Background: an optimization exercise with open tools, aiming at small area. Do not read the settings as production practice.
RTL that was checked went through simulation tests only; none was proved equivalent to the original.
The clock port is modelled as an ideal driver; clocking choices that lean on that would not hold on a real chip.
Power figures rest on the tool's default switching activity, not on a simulated workload.

==> flow/design.v <==
module microcontroller #(parameter M = 3,
                         parameter N = 16)
                        (input  [15:0]  din,
                         input          clk, rst,
                         output         rw,
                         output [N-1:0] addr,
                         output [N-1:0] dout);
    localparam EX = 3'd0, A3 = 3'd1, L2 = 3'd2, S2 = 3'd3,
               S3 = 3'd4, S4 = 3'd5, CLR = 3'd6;
    reg [2:0]   ph;              
    reg [2:0]   st;              
    reg [111:0] rf;              
    reg [15:0]  r7, mar;
    reg [2:0]   sa, sb;          
    reg         fz, fn, fo;      
    reg         nz;              
    reg         cf;              
    wire [3:0] op = din[15:12];
    wire [2:0] rd = din[11:9];
    wire [2:0] ra = din[8:6];
    wire [2:0] rb = din[5:3];
    wire ex    = (st == EX);
    wire isbin = ~op[3] & (op[2:0] <= 3'd4);
    wire ismn  = (op == 4'd5) | (op == 4'd6);
    wire isnop = (op == 4'd7) | (op == 4'd11);
    wire isldi = (op == 4'd10);
    wire isbr  = (op[3:2] == 2'b11);
    wire isld  = (op == 4'd8);
    wire isst  = (op == 4'd9);
    wire ld7   = isld & (rd == 3'd7);    
    wire last  = (ph == 3'd7);
    wire s34   = (st == S3) | (st == S4);
    wire taken = (op[1:0] == 2'b11) | (op[1:0] == 2'b00 & fz) |
                 (op[1:0] == 2'b01 & fn) | (op[1:0] == 2'b10 & fo);
    localparam Y_ZERO = 3'd0, Y_ONE = 3'd1, Y_Z = 3'd2, Y_NZ = 3'd3,
               Y_OFF = 3'd4, Y_ONES = 3'd5;
    localparam F_ADD = 2'd0, F_AND = 2'd1, F_OR = 2'd2, F_XOR = 2'd3;
    localparam W_RES = 2'd0, W_DIN = 2'd1, W_R7 = 2'd2;
    wire [2:0] xs  = ex ? ra : s34 ? sb : sa;
    wire [2:0] dst = ex ? (isst ? ra : rd) : xs;
    reg       x7;
    reg [2:0] ysel;
    reg [1:0] fn_sel;
    reg       cin0;      
    reg       we7;       
    reg       wen;       
    reg [1:0] wsel;
    reg       fset, fzero, fdin, osel;
    reg [2:0] nst;
    always @(*) begin
        x7 = 1'b0; ysel = Y_ZERO; fn_sel = F_ADD; cin0 = 1'b0;
        we7 = 1'b0; wen = 1'b0; wsel = W_RES;
        fset = 1'b0; fzero = 1'b0; fdin = 1'b0; osel = 1'b0; nst = EX;
        case (st)
        EX: begin
            if (isbin) begin
                wen = 1'b1; fset = 1'b1; nst = A3;
                case (op[2:0])
                3'd0: begin ysel = Y_Z; osel = 1'b1; end
                3'd1: begin ysel = Y_NZ; cin0 = 1'b1; osel = 1'b1; end
                3'd2: begin ysel = Y_Z; fn_sel = F_AND; end
                3'd3: begin ysel = Y_Z; fn_sel = F_OR; end
                default: begin ysel = Y_Z; fn_sel = F_XOR; end
                endcase
            end else if (ismn | ld7) begin
                ysel = (op == 4'd5) ? Y_ONES : Y_ZERO; fn_sel = F_XOR;
                wen = ismn; fset = 1'b1; nst = A3;
            end else if (isld | isst) begin
                we7 = 1'b1; wen = 1'b1; wsel = W_R7; fset = isld;
                nst = isld ? L2 : S2;
            end else if (isbr) begin
                x7 = 1'b1; ysel = taken ? Y_OFF : Y_ONE; we7 = 1'b1;
                fset = taken; osel = 1'b1;
            end else begin           
                x7 = 1'b1; ysel = Y_ONE; we7 = 1'b1; fset = 1'b1;
                fzero = isnop; fdin = isldi; wen = isldi; wsel = W_DIN;
            end
        end
        A3: begin
            x7 = 1'b1; ysel = Y_ONE; we7 = 1'b1;
        end
        L2: begin
            ysel = Y_ONE; we7 = 1'b1; wen = 1'b1; wsel = W_DIN;
        end
        S2: begin
            we7 = 1'b1; wen = 1'b1; wsel = W_R7; nst = S3;
        end
        S3: begin
            we7 = 1'b1; wen = 1'b1; wsel = W_R7; fset = 1'b1; nst = S4;
        end
        S4: begin
            ysel = Y_ONE; we7 = 1'b1; wen = 1'b1; wsel = W_R7;
        end
        default: begin               
            fn_sel = F_AND; we7 = 1'b1; wen = 1'b1;
        end
        endcase
    end
    function [1:0] tail(input [2:0] i, input [111:0] f, input [1:0] r);
        case (i)
        3'd0: tail = f[1:0];
        3'd1: tail = f[17:16];
        3'd2: tail = f[33:32];
        3'd3: tail = f[49:48];
        3'd4: tail = f[65:64];
        3'd5: tail = f[81:80];
        3'd6: tail = f[97:96];
        default: tail = r;
        endcase
    endfunction
    wire [1:0] xr = tail(xs, rf, r7[1:0]);
    wire [1:0] xv = x7 ? r7[1:0] : xr;
    wire [1:0] zv = tail(rb, rf, r7[1:0]);
    wire [1:0] draw = din[{ph, 1'b0} +: 2];
    wire       sxl  = ex & isldi & ph[2];
    wire       sxb  = ex & isbr & (ph[2:1] == 2'b11);
    wire [1:0] dv   = sxl ? {2{din[8]}} : sxb ? {2{din[11]}} : draw;
    reg [1:0] yv;
    always @(*) begin
        case (ysel)
        Y_ONE:  yv = {1'b0, (ph == 3'd0)};
        Y_Z:    yv = zv;
        Y_NZ:   yv = ~zv;
        Y_OFF:  yv = dv;
        Y_ONES: yv = 2'b11;
        default: yv = 2'b00;
        endcase
    end
    wire       c0 = (ph == 3'd0) ? cin0 : cf;
    wire       s0 = xv[0] ^ yv[0] ^ c0;
    wire       c1 = (xv[0] & yv[0]) | (xv[0] & c0) | (yv[0] & c0);
    wire       s1 = xv[1] ^ yv[1] ^ c1;
    wire       c2 = (xv[1] & yv[1]) | (xv[1] & c1) | (yv[1] & c1);
    wire       ovf = c1 ^ c2;
    reg [1:0] res;
    always @(*) begin
        case (fn_sel)
        F_AND: res = xv & yv;
        F_OR:  res = xv | yv;
        F_XOR: res = xv ^ yv;
        default: res = {s1, s0};
        endcase
    end
    wire [1:0] wd   = (wsel == W_DIN) ? dv : (wsel == W_R7) ? r7[1:0] : res;
    wire [1:0] fd   = fzero ? 2'b00 : fdin ? dv : res;
    wire       clr  = (st == CLR);
    wire [1:0] r7in = we7 ? res : r7[1:0];
    wire       mar_ld = last & (st != S2) & (st != S3);
    wire [1:0] ta  = ((ex & (isst | (isld & ~ld7))) | (st == L2) | (st == S4)) ? xr : r7[1:0];
    wire [1:0] tb  = (ex & isbr & taken) ? {2{din[11]}} : 2'b00;
    wire       tc  = cf & ~(ex & (isbin | ismn | isld | isst));
    wire [1:0] top = clr ? 2'b00 : ta + tb + {1'b0, tc};
    assign addr = mar_ld ? {top, r7[15:2]} : mar;
    assign dout = r7;
    assign rw   = (st == S4) & (ph == 3'd0);
    integer k;
    always @(posedge clk) begin
        for (k = 0; k < 7; k = k + 1)
            rf[16*k +: 16] <= {(clr | (wen & (dst == k))) ? wd : rf[16*k +: 2],
                               rf[16*k+2 +: 14]};
        r7 <= {r7in, r7[15:2]};
        mar <= addr;
        cf <= c2;
        nz <= ((ph != 3'd0) & nz) | (|fd);
        if (ex) begin
            sa <= dst;
            sb <= rb;
        end
        if (rst) begin
            ph <= 3'd0;
            st <= CLR;
            fz <= 1'b0; fn <= 1'b0; fo <= 1'b0;
        end else begin
            ph <= ph + 3'd1;
            if (last) begin
                st <= nst;
                if (fset) begin
                    fz <= ~(nz | (|fd));
                    fn <= fd[1];
                    fo <= osel & ovf;
                end
            end
        end
    end
endmodule
Settings: LEC_CHECK=0, ABC_AREA=1, CAP_MARGIN=20, CORE_MARGIN=2, CORE_UTILIZATION=40, SLEW_MARGIN=20; clock period 7.0 ns.
standard.sh (not shown) runs the stock make flow with config.mk's settings and CLKGATE_MAP_FILE= SYNTH_SCRIPT=/design/flow/synth_recipe.tcl, a recipe that flattens the netlist after the stock synthesis.
==> flow/flow/run.sh <==
#!/bin/bash
# Standard ORFS layout, except:
#  - synthesis maps with an area-only ABC script (flow/abc_area.script) and
#    leaves adders to ABC (no full-adder extraction); it runs the standard flow's own
#    synthesis script (synth_recipe.tcl) on a copy of ORFS's scripts folder
#    that differs only in abc_area.script,
#  - ports are buffered with buf_1,
#  - the clock tree is built from clkbuf_4 without dummy loads, and
#    flow/post_cts.tcl upsizes the clock buffers whose sinks see a slow edge.
# Each make run's output goes to its own log file here.
set -euo pipefail
rm -rf scr
cp -r "$FLOW_HOME/scripts" scr
cp flow/abc_area.script scr/abc_area.script
bash standard.sh synth "SCRIPTS_DIR=$PWD/scr" "ADDER_MAP_FILE=" > synth_make.log 2>&1
bash standard.sh finish \
  "BUFFER_PORTS_ARGS=-buffer_cell sky130_fd_sc_hd__buf_1" \
  "CTS_ARGS=-sink_clustering_enable -repair_clock_nets -dont_use_dummy_load -buf_list sky130_fd_sc_hd__clkbuf_4" \
  "POST_CTS_TCL=$PWD/flow/post_cts.tcl" \
  > flow_make.log 2>&1
==> flow/flow/abc_area.script <==
strash
dch -f
amap
topo
==> flow/flow/post_cts.tcl <==
# Upsize the clock buffers whose sinks see a slow clock edge to clkbuf_8,
# then legalize the placement again.
estimate_parasitics -placement
proc worst_sink_slew {b} {
  set w 0
  set net [get_nets -of_objects [get_pins [get_name $b]/X]]
  foreach p [get_pins -of_objects $net] {
    if {[get_property $p direction] != "input"} continue
    foreach pr {slew_max_rise slew_max_fall} {
      catch { set s [get_property $p $pr]; if {$s > $w} {set w $s} }
    }
  }
  return $w
}
set n 0
foreach b [get_cells clkbuf_*] {
  if {[get_property $b ref_name] != "sky130_fd_sc_hd__clkbuf_4"} continue
  set s [worst_sink_slew $b]
  if {$s > 0.100} {
    replace_cell $b sky130_fd_sc_hd__clkbuf_8
    puts "post_cts: [get_name $b] clkbuf_4 -> clkbuf_8 (sink slew $s)"
    incr n
  }
}
puts "post_cts: upsized $n clock buffers"
if {$n > 0} {
  detailed_placement
  check_placement -verbose
  estimate_parasitics -placement
}
Next try:
==> flow/flow/run.sh (replaced) <==
#!/bin/bash
# Standard ORFS layout, except:
#  - synthesis restructures with &deepsyn and maps with amap, for area
#    (flow/abc_area.script), and
#    leaves adders to ABC (no full-adder extraction); it runs the standard flow's own
#    synthesis script (synth_recipe.tcl) on a copy of ORFS's scripts folder
#    that differs only in abc_area.script,
#  - ports are buffered with buf_1,
#  - the clock tree is built from clkbuf_2 without dummy loads, and
#    flow/post_cts.tcl sizes each leaf clock buffer for a clock edge of at most 115 ps.
# Each make run's output goes to its own log file here.
set -euo pipefail
rm -rf scr
cp -r "$FLOW_HOME/scripts" scr
cp flow/abc_area.script scr/abc_area.script
bash standard.sh synth "SCRIPTS_DIR=$PWD/scr" "ADDER_MAP_FILE=" > synth_make.log 2>&1
bash standard.sh finish \
  "BUFFER_PORTS_ARGS=-buffer_cell sky130_fd_sc_hd__buf_1" \
  "CTS_ARGS=-sink_clustering_enable -repair_clock_nets -dont_use_dummy_load -buf_list sky130_fd_sc_hd__clkbuf_2" \
  "POST_CTS_TCL=$PWD/flow/post_cts.tcl" \
  > flow_make.log 2>&1
==> flow/flow/abc_area.script (replaced) <==
strash
&get -n
&deepsyn -T 30 -S 1
&put
amap
topo
==> flow/flow/post_cts.tcl (replaced) <==
# Size each leaf clock buffer to the smallest clkbuf whose sinks see a
# clock edge of at most 115 ps (placement parasitics), then legalize the
# placement again.
set lim 0.115
set sizes {sky130_fd_sc_hd__clkbuf_2 sky130_fd_sc_hd__clkbuf_4
           sky130_fd_sc_hd__clkbuf_8 sky130_fd_sc_hd__clkbuf_16}
proc worst_sink_slew {b} {
  set w 0
  set net [get_nets -of_objects [get_pins [get_name $b]/X]]
  foreach p [get_pins -of_objects $net] {
    if {[get_property $p direction] != "input"} continue
    foreach pr {slew_max_rise slew_max_fall} {
      catch { set s [get_property $p $pr]; if {$s > $w} {set w $s} }
    }
  }
  return $w
}
proc size_leaf {b sizes lim start} {
  set i $start
  foreach sz [lrange $sizes $start end] {
    replace_cell $b $sz
    estimate_parasitics -placement
    if {[worst_sink_slew $b] <= $lim} break
    incr i
  }
  return $i
}
estimate_parasitics -placement
foreach b [get_cells clkbuf_*] {
  if {[get_name $b] == "clkbuf_0_clk"} continue
  size_leaf $b $sizes $lim 0
}
# upsizing leaves loads the root: check again
for {set pass 0} {$pass < 3} {incr pass} {
  set fixed 0
  foreach b [get_cells clkbuf_*] {
    if {[get_name $b] == "clkbuf_0_clk"} continue
    if {[worst_sink_slew $b] > $lim} {
      set cur [lsearch $sizes [get_property $b ref_name]]
      if {$cur < [expr [llength $sizes] - 1]} { size_leaf $b $sizes $lim [expr $cur + 1]; incr fixed }
    }
  }
  if {$fixed == 0} break
}
foreach b [get_cells clkbuf_*] {
  puts "post_cts: [get_name $b] [get_property $b ref_name] sink slew [worst_sink_slew $b]"
}
detailed_placement
check_placement -verbose
estimate_parasitics -placement
=> The changed run went through all stages and came out clean; cell area falls by a few percent; via count falls by a few percent; power drops slightly; clock skew barely changes; clock power shrinks by roughly a tenth; routed wire length fell by a few percent.

## job 101
microcontroller, a different RTL version from the one above (not shown whole).
For scale: about 480 cells after synthesis.
==> flow/config.mk <==
export PLATFORM = sky130hd
export DESIGN_NAME = microcontroller
export DESIGN_NICKNAME = microcontroller
export VERILOG_FILES = /design/flow/design.v
export SDC_FILE = /design/flow/constraint.sdc
export NUM_CORES = 4
export LEC_CHECK = 0
export ABC_AREA = 1
export CAP_MARGIN = 5
export CORE_MARGIN = 2
export CORE_UTILIZATION = 40
export GPL_TIMING_DRIVEN = 0
export SLEW_MARGIN = 5
==> flow/constraint.sdc <==
create_clock -name core_clock -period 7.0 [get_ports {clk}]
set_input_delay 1.4000 -clock core_clock [delete_from_list [all_inputs] [get_ports {clk}]]
set_output_delay 1.4000 -clock core_clock [all_outputs]
set_load 0.01 [all_outputs]
==> flow/flow/run.sh <==
#!/bin/bash
# Standard ORFS layout, except:
#  - synthesis maps with an area-only ABC script (flow/abc_area.script),
#    through a copy of ORFS's scripts folder; everything else in synthesis
#    is the standard synthesis (synth_recipe.tcl),
#  - ports are buffered with buf_1,
#  - the clock tree uses clkbuf_8 and no dummy loads.
# Each make run's output goes to its own log file here.
set -euo pipefail
rm -rf scr
cp -r "$FLOW_HOME/scripts" scr
cp flow/abc_area.script scr/abc_area.script
bash standard.sh synth "SCRIPTS_DIR=$PWD/scr" > synth_make.log 2>&1
bash standard.sh finish \
  "BUFFER_PORTS_ARGS=-buffer_cell sky130_fd_sc_hd__buf_1" \
  "CTS_ARGS=-sink_clustering_enable -repair_clock_nets -dont_use_dummy_load -buf_list sky130_fd_sc_hd__clkbuf_8" \
  > flow_make.log 2>&1
==> flow/flow/abc_area.script <==
strash
dch -f
amap
topo
What job 102 does differently from job 101 at the input level:
# job 101
export LEC_CHECK = 0
export ABC_AREA = 1
export CAP_MARGIN = 5
export CORE_MARGIN = 2
export CORE_UTILIZATION = 40
export GPL_TIMING_DRIVEN = 0
export SLEW_MARGIN = 5
create_clock -name core_clock -period 7.0 [get_ports {clk}]
# job 102
export LEC_CHECK = 0
export CAP_MARGIN = 20
export CORE_MARGIN = 2
export CORE_UTILIZATION = 40
export SLEW_MARGIN = 20
create_clock -name core_clock -period 7.0 [get_ports {clk}]
==> flow/run.sh (new file) <==
#!/bin/bash
# synth_recipe.tcl (not shown) runs the flow's synth.tcl, then flattens the netlist and writes it again
# the make line also repeats each setting of config.mk as NAME=value (left out here)
make -C /OpenROAD-flow-scripts/flow DESIGN_CONFIG=/design/flow/config.mk WORK_HOME=/design/flow/orfs CLKGATE_MAP_FILE= SYNTH_SCRIPT=/design/flow/synth_recipe.tcl finish
removed: flow/flow/run.sh
removed: flow/flow/abc_area.script
removed: flow/standard.sh
Notes after the runs:
- Job 102 was carried through to the last stage, and its layout satisfied the timing, design-rule and antenna checks.
- Delta (job 102 minus job 101): average instance area after synthesis has increased; cell count now larger; peak ir drop on the vdd network moved up; switching power summed over all nets now sits higher.
- Summary — total chip power, job 102 relative to job 101: higher, by 26%.
- Taking job 102 as 1.0, job 101 lands at 0.50 on clock group power.
- Job 102 ended with more area growth from synthesis to layout than job 101.
- When job 102 is measured against job 101, its fraction of the cycle the final worst path needs turns out 0.88 points lower.
- Delta (job 102 minus job 101): wire length grew by 20%, worst setup slack went up 62 ps, later-pin clock latency in the skew report decreased 20 ps.
No functional check of the RTL was part of any run of this note.

re-timing with driven ports:
Ports are ideal in the flow. The routed layouts listed here were re-timed in OpenROAD. Step 1 sets driving cells, clkbuf_16 on the clock port and buf_2 on the other inputs (assumed; they add their load-dependent delay and slew). Step 2, shift: input delay + t, output delay - t, t = (earliest + latest rising clock arrival at the registers) / 2. This alone moves slack from input paths to output paths. a / b / c = no drivers / after step 1 / after step 2; a / b = the first two.
run	t, ns	setup WS [ns]	worst setup path after step 2	latest minus earliest clock arrival (ns)
the first run of note 1	0.453	0.993 / 0.973 / 0.973	input to output	0.032 / 0.032
the second run of note 1	0.689	1.285 / 1.255 / 1.282	input to output	0.032 / 0.031
job 101	0.459	0.195 / 0.166 / 0.166	input to output	0.034 / 0.034
job 102	0.460	0.256 / 0.230 / 0.230	input to output	0.015 / 0.015
After both steps setup and hold are still met in every run listed. The setup slack of job 101, which loses most, moves by -0.029 ns with the drivers and by -0.029 ns with both steps.
